Background: an optimization exercise with open tools, aiming at small area, a short achievable clock period and few clock cycles per item. Do not read the settings as production practice. In this exercise RTL edits were held to simulation tests only and were not proved equivalent to the original. The flow treats the clock pin as an ideal source, which a real chip does not have. Power figures rest on the tool's default switching activity, not on a simulated workload.

## v6
==> flow/design.v (excerpt) <==
module sobel_gx_gy#(
    parameter p_data_bits = 8
) (
    input wire i_clk,
    input wire i_rst,
    output wire busy_out,
    input wire valid_in,
    input wire [9*p_data_bits-1:0] data_in,
    output reg valid_out,
    output reg [p_data_bits-1:0] data_out_gx,
    output reg [p_data_bits-1:0] data_out_gy
);
Size: about 390 cells after synthesis, roughly 54 flip-flops, roughly 3800 um^2 of cells after synthesis.
==> flow/config.mk <==
export PLATFORM = sky130hd
export DESIGN_NAME = sobel_gx_gy
export DESIGN_NICKNAME = sobel_gx_gy
export VERILOG_FILES = /design/flow/design.v
export SDC_FILE = /design/flow/constraint.sdc
export NUM_CORES = 4
export LEC_CHECK = 0
export CAP_MARGIN = 20
export CORE_MARGIN = 2
export CORE_UTILIZATION = 40
export SETUP_SLACK_MARGIN = 2.4
export SLEW_MARGIN = 20
==> flow/constraint.sdc <==
create_clock -name core_clock -period 4.2 [get_ports {i_clk}]
set_input_delay 0.8400 -clock core_clock [delete_from_list [all_inputs] [get_ports {i_clk}]]
set_output_delay 0.8400 -clock core_clock [all_outputs]
set_load 0.01 [all_outputs]
run.sh (not shown) runs the stock make flow with config.mk's settings and CLKGATE_MAP_FILE= SYNTH_SCRIPT=/design/flow/synth_recipe.tcl, a recipe that flattens the netlist after the stock synthesis.
Testbench counts of v6, summed over its fixed seeds: cycles 3,216, items 3,200.
Inputs modified between v6 and v7:
Settings: SETUP_SLACK_MARGIN removed (was 2.4).
==> flow/flow/run.sh (new file) <==
#!/bin/bash
# Standard ORFS layout, except that the port buffers are plain buf_1 cells
# instead of the resizer's default pick (a 10 um2 delay buffer).
set -euo pipefail
export BUFFER_PORTS_ARGS="-buffer_cell sky130_fd_sc_hd__buf_1"
bash standard.sh finish > orfs_flow.log 2>&1
==> flow/standard.sh (new file) <==
#!/bin/bash
# synth_recipe.tcl (not shown) runs the flow's synth.tcl, then flattens the netlist and writes it again
# the make line also repeats each setting of config.mk as NAME=value (left out here)
make -C /OpenROAD-flow-scripts/flow DESIGN_CONFIG=/design/flow/config.mk WORK_HOME=/design/flow/orfs CLKGATE_MAP_FILE= SYNTH_SCRIPT=/design/flow/synth_recipe.tcl "${@:-finish}"
removed: flow/run.sh
Looking at post-synthesis to final-layout area growth, v7 sits below v6.
Relative to v6, count of clock-buffer cells in the layout has gone down in v7.
Relative to v6, worst hold slack decreased by 13 ps in v7.
STATUS final worst setup slack: v7 loses against v6
v7: global-route usage is 2.9 points lower than what v6 reported.
v7 vs v6, filler cell count in the final layout went up by 23%.
For clock insertion delay at the later pin of the skew report, v6 and v7 come out practically identical.
The final reports for v7 and v6 show non-clock buffer count lower in the former.
The clock network contribution to total cell area of v7 is higher than that of v6.
Portion of the clock cycle consumed by the worst path in the final layout: v7 vs v6 up 3.5 points
Against v6, v7 comes in about 25% lower on leakage power summed over all cells.

* * *

== build 80 ==
Another version of the RTL of sobel_gx_gy (not shown whole).
Size: ~280 cells after synthesis, ~65 flip-flops, roughly 93 I/O pins.
Settings: LEC_CHECK=0, ABC_AREA=1, CAP_MARGIN=20, CORE_MARGIN=2, CORE_UTILIZATION=55, SLEW_MARGIN=20; clock period 4.2 ns.
standard.sh (not shown) runs the stock make flow with config.mk's settings and CLKGATE_MAP_FILE= SYNTH_SCRIPT=/design/flow/synth_recipe.tcl, a recipe that flattens the netlist after the stock synthesis.
==> flow/flow/run.sh <==
#!/bin/bash
# Standard ORFS layout with these changes:
#  - Yosys's synth runs with -noabc, so its generic ABC pass does not
#    restructure the written-out carry-save adders before extract_fa maps them
#    to full-adder cells (the registers and the final ABC mapping are as in
#    the standard synthesis);
#  - clock tree synthesis adds no dummy loads;
#  - the port buffers are plain buf_1 cells instead of the resizer's default
#    pick (a 10 um2 delay buffer);
#  - after clock tree synthesis, flow/skew.tcl puts a clock buffer in front of
#    the output registers (clkbuf_1, _2 or _4 by load), so their clock arrives
#    a little later.  This gives
#    the register-to-register paths that end there more time; the input paths
#    are untouched, and the output paths only lose slack;
#  - then flow/swap.tcl lets the resizer swap equivalent input pins (only that)
#    aiming at a period of about 1.6 ns.
set -euo pipefail
export BUFFER_PORTS_ARGS="-buffer_cell sky130_fd_sc_hd__buf_1"
export SYNTH_ARGS="-noabc"
# ORFS cts.tcl arguments, plus -dont_use_dummy_load (no dummy clock loads)
export CTS_ARGS="-sink_clustering_enable -repair_clock_nets -dont_use_dummy_load"
R=orfs/results/sky130hd/sobel_gx_gy/base
bash standard.sh cts > orfs_to_cts.log 2>&1
SKEW_SMALL=1 SKEW_IN=$R/4_cts.odb SKEW_OUT=$R/4_cts_skew.odb SKEW_CELL=sky130_fd_sc_hd__clkbuf_4 \
  openroad -no_init -exit flow/skew.tcl > skew.log 2>&1
SWAP_IN=$R/4_cts_skew.odb SWAP_SDC=$R/4_cts.sdc SWAP_OUT=$R/4_cts_swap.odb SWAP_MARGIN=2.6 \
  openroad -no_init -exit flow/swap.tcl > swap.log 2>&1
mv -f $R/4_cts_swap.odb $R/4_cts.odb
rm -f $R/4_cts_skew.odb
bash standard.sh finish > orfs_finish.log 2>&1
==> flow/flow/skew.tcl <==
# Delay the clock of the output registers (data_out_*, valid_out) by putting
# one clock buffer between each leaf clock net and the output registers on it.
# These registers end the pipeline's internal register-to-register paths; the
# later clock gives those paths more time and leaves the input paths alone.
set odb_in  $::env(SKEW_IN)
set odb_out $::env(SKEW_OUT)
set cell    $::env(SKEW_CELL)
read_db $odb_in
set db [ord::get_db]
set block [ord::get_db_block]
set master [$db findMaster $cell]
set groups [dict create]
foreach inst [$block getInsts] {
  set n [$inst getName]
  if {[string match {data_out_g*} $n] || [string match {valid_out*} $n]} {
    set it [$inst findITerm CLK]
    if {$it eq "NULL" || $it eq ""} { continue }
    set net [$it getNet]
    dict lappend groups [$net getName] $it
  }
}
set k 0
if {[info exists ::env(SKEW_SINGLE)]} {
  # one buffer for all output registers, fed from the leaf net that has most of them
  set best ""; set bn 0; set all {}
  dict for {netname iterms} $groups {
    set all [concat $all $iterms]
    if {[llength $iterms] > $bn} { set bn [llength $iterms]; set best $netname }
  }
  set groups [dict create $best $all]
}
dict for {netname iterms} $groups {
  set net [$block findNet $netname]
  set nn [odb::dbNet_create $block "skewnet_$k"]
  $nn setSigType CLOCK
  set cnt [llength $iterms]
  set m $master
  if {[info exists ::env(SKEW_SMALL)]} {
    # smaller buffers for the small groups
    if {$cnt <= 2} { set m [$db findMaster sky130_fd_sc_hd__clkbuf_1] } elseif {$cnt <= 5} { set m [$db findMaster sky130_fd_sc_hd__clkbuf_2] }
  }
  set buf [odb::dbInst_create $block $m "skewbuf_$k"]
  # place at the centroid of the sinks
  set sx 0; set sy 0
  foreach it $iterms {
    set inst [$it getInst]
    set bb [$inst getBBox]
    set sx [expr {$sx + [$bb xMin]}]; set sy [expr {$sy + [$bb yMin]}]
    $it disconnect
    $it connect $nn
  }
  set cnt [llength $iterms]
  $buf setLocation [expr {$sx / $cnt}] [expr {$sy / $cnt}]
  $buf setPlacementStatus PLACED
  [$buf findITerm A] connect $net
  [$buf findITerm X] connect $nn
  puts "skew: buffer skewbuf_$k on $netname drives $cnt output registers"
  incr k
}
detailed_placement
check_placement
write_db $odb_out
Other scripts of this flow, unchanged in this note and not shown: flow/flow/swap.tcl
Testbench counts of build 80, summed over its fixed seeds: cycles 3,216, items 3,200.
### build 80 -> build 18
-- flow/config.mk --
<<< build 80, line 10
export CORE_MARGIN = 2
export CORE_UTILIZATION = 55
export SLEW_MARGIN = 20
>>> build 18, line 10
export CORE_MARGIN = 2
export CORE_UTILIZATION = 65
export SLEW_MARGIN = 20
From build 80 to build 18 the numbers moved as follows: sequential share of layout area shows no meaningful change; relative area of non-clock buffer cells in the final design closely matched the old numbers. Build 18 falls short of build 80 in worst-case hold slack. No stage failed in build 18, and the final checks on the layout all came back clean. In build 18 relative to build 80, total length of routed wires had gone up slightly. As far as ratio of cells with drive above 1 in the final layout goes, build 80 and build 18 are indistinguishable; the numbers are identical.
Input changes introduced in build 22 (baseline for comparison: build 18):
-- flow/flow/run.sh --
<<< build 18, line 10
#  - after clock tree synthesis, flow/skew.tcl puts a clock buffer in front of
#    the output registers (clkbuf_1, _2 or _4 by load), so their clock arrives
#    a little later.  This gives
#    the register-to-register paths that end there more time; the input paths
>>> build 22, line 10
#  - after clock tree synthesis, flow/skew.tcl puts a clock buffer in front of
#    the output registers, so their clock arrives a little later.  This gives
#    the register-to-register paths that end there more time; the input paths
<<< build 18, line 16
#    aiming at a period of about 1.6 ns.
set -euo pipefail
>>> build 22, line 15
#    aiming at a period of about 1.6 ns.
# Each tool's output goes to a log file of its own in this folder.
set -euo pipefail
<<< build 18, line 23
bash standard.sh cts > orfs_to_cts.log 2>&1
SKEW_SMALL=1 SKEW_IN=$R/4_cts.odb SKEW_OUT=$R/4_cts_skew.odb SKEW_CELL=sky130_fd_sc_hd__clkbuf_4 \
  openroad -no_init -exit flow/skew.tcl > skew.log 2>&1
>>> build 22, line 23
bash standard.sh cts > orfs_to_cts.log 2>&1
SKEW_IN=$R/4_cts.odb SKEW_OUT=$R/4_cts_skew.odb SKEW_CELL=sky130_fd_sc_hd__clkbuf_4 \
  openroad -no_init -exit flow/skew.tcl > skew.log 2>&1
==> flow/flow/skew.tcl <==
# Delay the clock of the output registers (data_out_*, valid_out) by putting
# one clock buffer between each leaf clock net and the output registers on it
# (clkbuf_2, or SKEW_CELL for more than five registers).  These registers end
# the pipeline's internal register-to-register paths; the later clock gives
# those paths more time and leaves the input paths alone.
set odb_in  $::env(SKEW_IN)
set odb_out $::env(SKEW_OUT)
read_db $odb_in
set db [ord::get_db]
set block [ord::get_db_block]
set big   [$db findMaster $::env(SKEW_CELL)]
set small [$db findMaster sky130_fd_sc_hd__clkbuf_2]
set groups [dict create]
foreach inst [$block getInsts] {
  set n [$inst getName]
  if {[string match {data_out_g*} $n] || [string match {valid_out*} $n]} {
    set it [$inst findITerm CLK]
    if {$it eq "NULL" || $it eq ""} { continue }
    set net [$it getNet]
    dict lappend groups [$net getName] $it
  }
}
set k 0
dict for {netname iterms} $groups {
  set net [$block findNet $netname]
  set nn [odb::dbNet_create $block "skewnet_$k"]
  $nn setSigType CLOCK
  set cnt [llength $iterms]
  set m [expr {$cnt <= 5 ? $small : $big}]
  set buf [odb::dbInst_create $block $m "skewbuf_$k"]
  # place at the centroid of the sinks
  set sx 0; set sy 0
  foreach it $iterms {
    set bb [[$it getInst] getBBox]
    set sx [expr {$sx + [$bb xMin]}]; set sy [expr {$sy + [$bb yMin]}]
    $it disconnect
    $it connect $nn
  }
  $buf setLocation [expr {$sx / $cnt}] [expr {$sy / $cnt}]
  $buf setPlacementStatus PLACED
  [$buf findITerm A] connect $net
  [$buf findITerm X] connect $nn
  puts "skew: [$m getName] skewbuf_$k on $netname drives $cnt output registers"
  incr k
}
detailed_placement
check_placement
write_db $odb_out
==> notes.md <==
Build 22: no failed stages, no open violations at the end. Compared build 18 against build 22; total wire length after detailed routing within noise. Compared with build 18, in build 22 routed metal-1 wire length has remained practically unchanged; detailed route wirelength on metal2 has remained practically unchanged; overall power of the completed layout has remained practically unchanged; core utilization has remained practically unchanged; clock period minus final worst setup slack has increased. Combinational power delta (build 22 -> build 18): insignificant. Between build 18 and build 22, the worst ir drop on vdd figures differ only marginally.
For build 10, these inputs were changed with respect to build 22:
-- flow/config.mk --
<<< build 22, line 10
export CORE_MARGIN = 2
export CORE_UTILIZATION = 65
export SLEW_MARGIN = 20
>>> build 10, line 10
export CORE_MARGIN = 2
export CORE_UTILIZATION = 55
export SLEW_MARGIN = 20
## What came out
Synthesis-to-layout area growth is higher on build 10
Build 10 packs its core looser than build 22.
Changes observed in build 10 relative to build 22: tapcell count higher, share of the clock period used by the worst path after layout lower, total cell area at the placement stage roughly the same, sequential share of layout area roughly the same.
The routed via count in build 10 sits about 2.4% below the value recorded for build 22.
Relative to build 22, combinational cell fraction of total power decreased by 0.3 points in build 10.

## what the ideal ports hide
The flow's constraints put no driver on any port. The routed layouts listed below were extracted and timed again, unchanged, in two steps. Step 1 sets driving cells, clkbuf_16 on the clock port and buf_2 on the other inputs (assumed; they add their load-dependent delay and slew). Step 2, shift: input delay + t, output delay - t, t = (earliest + latest rising clock arrival at the registers) / 2. This alone moves slack from input paths to output paths. Three values: ideal ports, drivers, drivers and shift; two values: the first two.
run	t, ns	setup WS [ns]	clock arrival spread, ns	slew at the worst register clock pin (ns)
v6	0.323	1.664 / 1.664 / 1.664	0.004 / 0.004	0.10 / 0.10
v7	0.322	1.517 / 1.517 / 1.517	0.004 / 0.005	0.09 / 0.09
build 80	0.421	2.382 / 2.382 / 2.005	0.161 / 0.162	0.08 / 0.08
build 18	0.414	2.362 / 2.362 / 2.013	0.160 / 0.160	0.11 / 0.11
build 22	0.414	2.355 / 2.355 / 2.017	0.160 / 0.160	0.11 / 0.11
build 10	0.421	2.385 / 2.385 / 2.005	0.162 / 0.162	0.08 / 0.08
After both steps setup and hold are still met in every run listed. For build 10, which loses most, drivers alone change the setup slack by 0.000 ns; drivers and shift together by -0.380 ns.
